From an optimization exercise on the open Yosys and OpenROAD flow, aimed at a short achievable clock period and few clock cycles per item; shortcuts taken in it are not production practice.
At most, simulation tests tie the RTL to the original design; equivalence was not proved.
Power figures rest on the tool's default switching activity, not on a simulated workload.

== build 47 ==
==> flow/design.v (excerpt) <==
module cpu(clk, rst, imem_addr, imem_rdata, dmem_addr, dmem_rdata, dmem_we, dmem_wdata);
clock: 7.5 ns
lec_check: 0
cap_margin: 20
core_margin: 2
core_utilization: 35
place_density: 0.7
setup_slack_margin: 5
slew_margin: 20
synth_hierarchical: 1
standard.sh (not shown) runs the stock make flow with config.mk's settings and CLKGATE_MAP_FILE= SYNTH_SCRIPT=/design/flow/synth_recipe.tcl, a recipe that flattens the netlist after the stock synthesis.
==> flow/flow/run.sh <==
#!/bin/bash
# The standard layout (standard.sh) with these changes:
# - synthesis leaves Yosys's adders to ABC instead of mapping them to the
#   library's full/half-adder cells, and ABC maps for delay with its classic
#   mapper (flow/abc.script) instead of ORFS's speed script;
set -o pipefail
export ADDER_MAP_FILE=
export MY_ABC_SCRIPT=$PWD/flow/abc.script
# The standard flow's synthesis script with the ABC script replaced
{ head -n 1 synth_recipe.tcl
  cat <<'EOT'
proc abc {args} {
  set i [lsearch -exact $args -script]
  if {$i >= 0} { set args [lreplace $args $i [expr {$i + 1}] -script $::env(MY_ABC_SCRIPT)] }
  yosys abc {*}$args
}
EOT
  tail -n +2 synth_recipe.tcl; } > flow_synth.tcl
bash standard.sh SYNTH_SCRIPT=$PWD/flow_synth.tcl SETUP_SLACK_MARGIN=5 finish 2>&1 | tee standard.log
==> flow/flow/abc.script <==
strash
map -D 300
buffer -c
topo
stime -c
upsize -c
dnsize -c
For build 37, these inputs were changed with respect to build 47:
- CORE_UTILIZATION now 30, was 35
- PLACE_DENSITY no longer set, was 0.7
[summary]
Diff build 47 -> build 37: non-clock buffer count now sits higher; leakage power stayed essentially flat; overall power barely changed.
Modified inputs, build 53 compared to build 37
- putting PLACE_DENSITY at 0.7 where nothing was set
- swapping 30 for 40 in CORE_UTILIZATION
==> run notes <==
Looking at total wirelength of the detailed-routed design, build 53 sits above build 37. Between build 37 and build 53, the reported combinational group power figures differ only marginally. NOTE: worst setup slack after layout in build 53 falls short of that of build 37. Compared with build 37, in build 53 maximum number of pins on one net before global-route repair shows a reduction of 7, final-layout worst hold slack now sits higher, overall die width -13%, layout multi-input combinational cell count level.
For build 43, these inputs were changed with respect to build 53:
- CORE_UTILIZATION now 35, was 40
- PLACE_DENSITY no longer set, was 0.7
==> run notes <==
Share of total power in the clock network across build 53 and build 43: no real change.
The final reports for build 43 and build 53 show post-CTS resize count lower in the former.
Build 43: internal power lower than build 53
Taking build 53 as the reference point, the clock period minus worst slack of build 43 falls by 0.11 ns.
NOTE: total global-route track usage in build 43 falls short of that of build 53
Compared to build 53, build 43 shows a wider setup margin.
Function was not checked in any run of this note: the RTL went through the layout flow alone.


Another version of the RTL of cpu (not shown whole).
Size in the first run: ~8500 cells after synthesis.
Settings: LEC_CHECK=0, CAP_MARGIN=20, CORE_MARGIN=2, CORE_UTILIZATION=35, SETUP_SLACK_MARGIN=5, SLEW_MARGIN=20, SYNTH_HIERARCHICAL=1; clock period 7.5 ns.
==> flow/flow/run.sh <==
#!/bin/bash
# The standard layout (standard.sh) with these changes:
# - synthesis leaves Yosys's adders to ABC instead of mapping them to the
#   library's full/half-adder cells, and ABC maps for delay (structural choices, then its classic
#   mapper; flow/abc.script) instead of ORFS's speed script;
set -o pipefail
export ADDER_MAP_FILE=
export MY_ABC_SCRIPT=$PWD/flow/abc.script
# The standard flow's synthesis script with the ABC script replaced
{ head -n 1 synth_recipe.tcl
  cat <<'EOT'
proc abc {args} {
  set i [lsearch -exact $args -script]
  if {$i >= 0} { set args [lreplace $args $i [expr {$i + 1}] -script $::env(MY_ABC_SCRIPT)] }
  yosys abc {*}$args
}
EOT
  tail -n +2 synth_recipe.tcl; } > flow_synth.tcl
bash standard.sh SYNTH_SCRIPT=$PWD/flow_synth.tcl SETUP_SLACK_MARGIN=5 finish 2>&1 | tee standard.log
==> flow/flow/abc.script <==
strash
dch
map -D 300
buffer -c
topo
stime -c
upsize -c
dnsize -c
Testbench counts at the start, summed over its fixed seeds: cycles 46,044, instructions 44,290.
==> next run, changes <==
--- a/flow/config.mk
+++ b/flow/config.mk
@@ -8,5 +8,5 @@
 export CAP_MARGIN = 20
 export CORE_MARGIN = 2
-export CORE_UTILIZATION = 35
+export CORE_UTILIZATION = 30
 export SETUP_SLACK_MARGIN = 5
 export SLEW_MARGIN = 20
What happened:
- cell count climbs by a few percent
- routed wire length drops by a few percent
- sequential cell count is unchanged
- area after synthesis does not change
- worst setup slack gains 0.041 ns
- synthesized cell count is unchanged
- core utilization drops by 5.8 points
==> next run, changes <==
--- a/flow/flow/run.sh
+++ b/flow/flow/run.sh
@@ -2,6 +2,6 @@
 # The standard layout (standard.sh) with these changes:
 # - synthesis leaves Yosys's adders to ABC instead of mapping them to the
-#   library's full/half-adder cells, and ABC maps for delay (structural choices, then its classic
-#   mapper; flow/abc.script) instead of ORFS's speed script;
+#   library's full/half-adder cells, and ABC maps for delay with its classic
+#   mapper (flow/abc.script) instead of ORFS's speed script;
 set -o pipefail
 export ADDER_MAP_FILE=
==> flow/flow/abc.script (replaced) <==
strash
map -D 300
buffer -c
topo
stime -c
upsize -c
dnsize -c
--- a/flow/config.mk
+++ b/flow/config.mk
@@ -8,5 +8,6 @@
 export CAP_MARGIN = 20
 export CORE_MARGIN = 2
-export CORE_UTILIZATION = 30
+export CORE_UTILIZATION = 40
+export PLACE_DENSITY = 0.7
 export SETUP_SLACK_MARGIN = 5
 export SLEW_MARGIN = 20
After rerunning:
- sequential cell count is unchanged
- worst setup slack loses 0.076 ns
- final area came out higher by 6.0%


build 2:
Another version of the RTL of cpu (not shown whole).
Size in the first run: ~8,900 cells after synthesis, roughly 1,700 flip-flops, ~120 I/O pins, about 82,000 µm² of cells after synthesis.
clock: 7.5 ns
lec_check: 0
cap_margin: 20
core_margin: 2
core_utilization: 55
setup_slack_margin: 5
slew_margin: 20
synth_hierarchical: 1
==> flow/flow/run.sh <==
#!/bin/bash
# The standard layout (standard.sh) with these changes:
# - synthesis leaves Yosys's adders to ABC instead of mapping them to the
#   library's full/half-adder cells, and ABC maps for delay (structural choices, then its classic
#   mapper; flow/abc.script) instead of ORFS's speed script;
set -o pipefail
export ADDER_MAP_FILE=
export MY_ABC_SCRIPT=$PWD/flow/abc.script
# The standard flow's synthesis script with the ABC script replaced
{ head -n 1 synth_recipe.tcl
  cat <<'EOT'
proc abc {args} {
  set i [lsearch -exact $args -script]
  if {$i >= 0} { set args [lreplace $args $i [expr {$i + 1}] -script $::env(MY_ABC_SCRIPT)] }
  yosys abc {*}$args
}
EOT
  tail -n +2 synth_recipe.tcl; } > flow_synth.tcl
bash standard.sh SYNTH_SCRIPT=$PWD/flow_synth.tcl SETUP_SLACK_MARGIN=5 finish 2>&1 | tee standard.log
==> flow/flow/abc.script <==
strash
dch
map -D 300
buffer -c
topo
stime -c
upsize -c
dnsize -c
In summary, build 2 completed successfully, with a layout that passed the timing, design-rule and antenna checks.
Testbench counts of build 2, summed over its fixed seeds: cycles 46,044, instructions 44,290.
The following lists how build 26 was set up differently from build 2:
diff --git a/flow/config.mk b/flow/config.mk
--- a/flow/config.mk
+++ b/flow/config.mk
@@ -8,5 +8,5 @@
 export CAP_MARGIN = 20
 export CORE_MARGIN = 2
-export CORE_UTILIZATION = 55
+export CORE_UTILIZATION = 30
 export SETUP_SLACK_MARGIN = 5
 export SLEW_MARGIN = 20
## What came out
Build 26 vs build 2 — wire length climbed by a few percent
Count of inverters other than clock inverters in the layout is lower on build 2
Re cell area after layout: build 2 and build 26 aren't equal, and the lower value belongs to build 2.
Worst slack on hold paths of build 2 is on par with build 26.
Clock network power share: build 26 vs build 2 down 0.5 points
Compared with build 2, in build 26 total power grew by about 0.6%, sequential standard cell area held steady, global-route usage shrank by 19 points, worst setup slack shrank by 0.0077 ns.
--- input diff build 26..build 52 ---
diff --git a/flow/config.mk b/flow/config.mk
--- a/flow/config.mk
+++ b/flow/config.mk
@@ -8,5 +8,6 @@
 export CAP_MARGIN = 20
 export CORE_MARGIN = 2
-export CORE_UTILIZATION = 30
+export CORE_UTILIZATION = 45
+export PLACE_DENSITY = 0.7
 export SETUP_SLACK_MARGIN = 5
 export SLEW_MARGIN = 20
Results
[compare] base=build 26 new=build 52: fraction of met2 tracks used by global routing +15 points; combinational-cell power consumption -about 3%; total power -0.00036 W; highest clock rate ~0 delta; buffer and inverter count on the worst path ~0 delta. The switching power as a share of total power was comparable across build 52 and build 26. Looking only at layout clock buffer count, and setting everything else aside, the lower value of build 52 and build 26 goes to build 52. Note that the wire length on met2 recorded for build 52 amounts to 0.925 times the value seen in build 26.
The inputs of build 13 differ from those of build 52 as listed below.
diff --git a/flow/config.mk b/flow/config.mk
--- a/flow/config.mk
+++ b/flow/config.mk
@@ -8,6 +8,5 @@
 export CAP_MARGIN = 20
 export CORE_MARGIN = 2
-export CORE_UTILIZATION = 45
-export PLACE_DENSITY = 0.7
+export CORE_UTILIZATION = 25
 export SETUP_SLACK_MARGIN = 5
 export SLEW_MARGIN = 20
Findings:
The critical path endpoint comes out imem_addr[0] in one run and dA2v[11] in the other, namely in build 52 and build 13 respectively. Antenna diode count: build 13 < build 52. Cmp build 13 vs build 52: final critical path time including I/O delays and setup higher in build 13. Relative to build 52, number of cells on the worst reg-to-reg path has gone down in build 13. Build 52 has lower total power than build 13. Critical path's slowest cell: dfxtp_4 -> build 52, a21oi_1 -> build 13. Against build 52, setup slack in build 13 came out worse. In build 13 the area growth from synthesis to layout turned out 3.9 points higher than in build 52. Changes observed in build 13 relative to build 52: cell area went up about 3.2%; net count of the finished layout neither gained nor lost much; final cell count without fillers went up. NOTE maximum resistive drop on vdd build 52->build 13 decreased by a few percent.

static timing again, ports no longer ideal:
In the flow no input, the clock included, has a driving cell. The finished layouts below were timed again as built, in two steps. Step 1, drivers: a clkbuf_16 drives clk and a buf_2 each remaining input, both assumed. Step 2, shift: input delay + t, output delay - t, t = (earliest + latest rising clock arrival at the registers) / 2. This alone moves slack from input paths to output paths. Slacks: ideal ports / drivers / drivers and shift; pairs: ideal ports / drivers.
run | t (ns) | setup slack, ns | hold slack, ns | worst setup path after step 2 | worst data-port slew with drivers (ns)
build 47 | 0.947 | 4.354 / 4.354 / 3.566 | 0.327 / 0.327 / 0.327 | input to register | 0.28
build 37 | 0.942 | 4.457 / 4.456 / 3.681 | 0.326 / 0.326 / 0.326 | input to register | 0.34
build 53 | 0.932 | 4.325 / 4.325 / 3.470 | 0.331 / 0.331 / 0.331 | input to register | 0.28
build 43 | 0.944 | 4.431 / 4.431 / 3.672 | 0.326 / 0.326 / 0.326 | input to register | 0.21
the first run of note 2 | 0.923 | 4.605 / 4.512 / 3.955 | 0.326 / 0.326 / 0.326 | input to register | 0.23
the second run of note 2 | 0.952 | 4.646 / 4.543 / 3.839 | 0.309 / 0.309 / 0.309 | input to register | 0.31
the third run of note 2 | 0.933 | 4.570 / 4.470 / 3.757 | 0.328 / 0.328 / 0.328 | input to register | 0.19
build 2 | 0.901 | 4.679 / 4.596 / 3.869 | 0.326 / 0.326 / 0.326 | input to register | 0.29
build 26 | 0.926 | 4.671 / 4.588 / 3.805 | 0.326 / 0.326 / 0.326 | input to register | 0.32
build 52 | 0.940 | 4.668 / 4.588 / 3.788 | 0.327 / 0.327 / 0.327 | input to register | 0.35
build 13 | 0.911 | 4.619 / 4.590 / 3.928 | 0.327 / 0.327 / 0.327 | input to register | 0.32
After both steps every run listed still meets setup and hold. The setup slack of build 52, which loses most, moves by -0.080 ns with the drivers and by -0.880 ns with both steps.
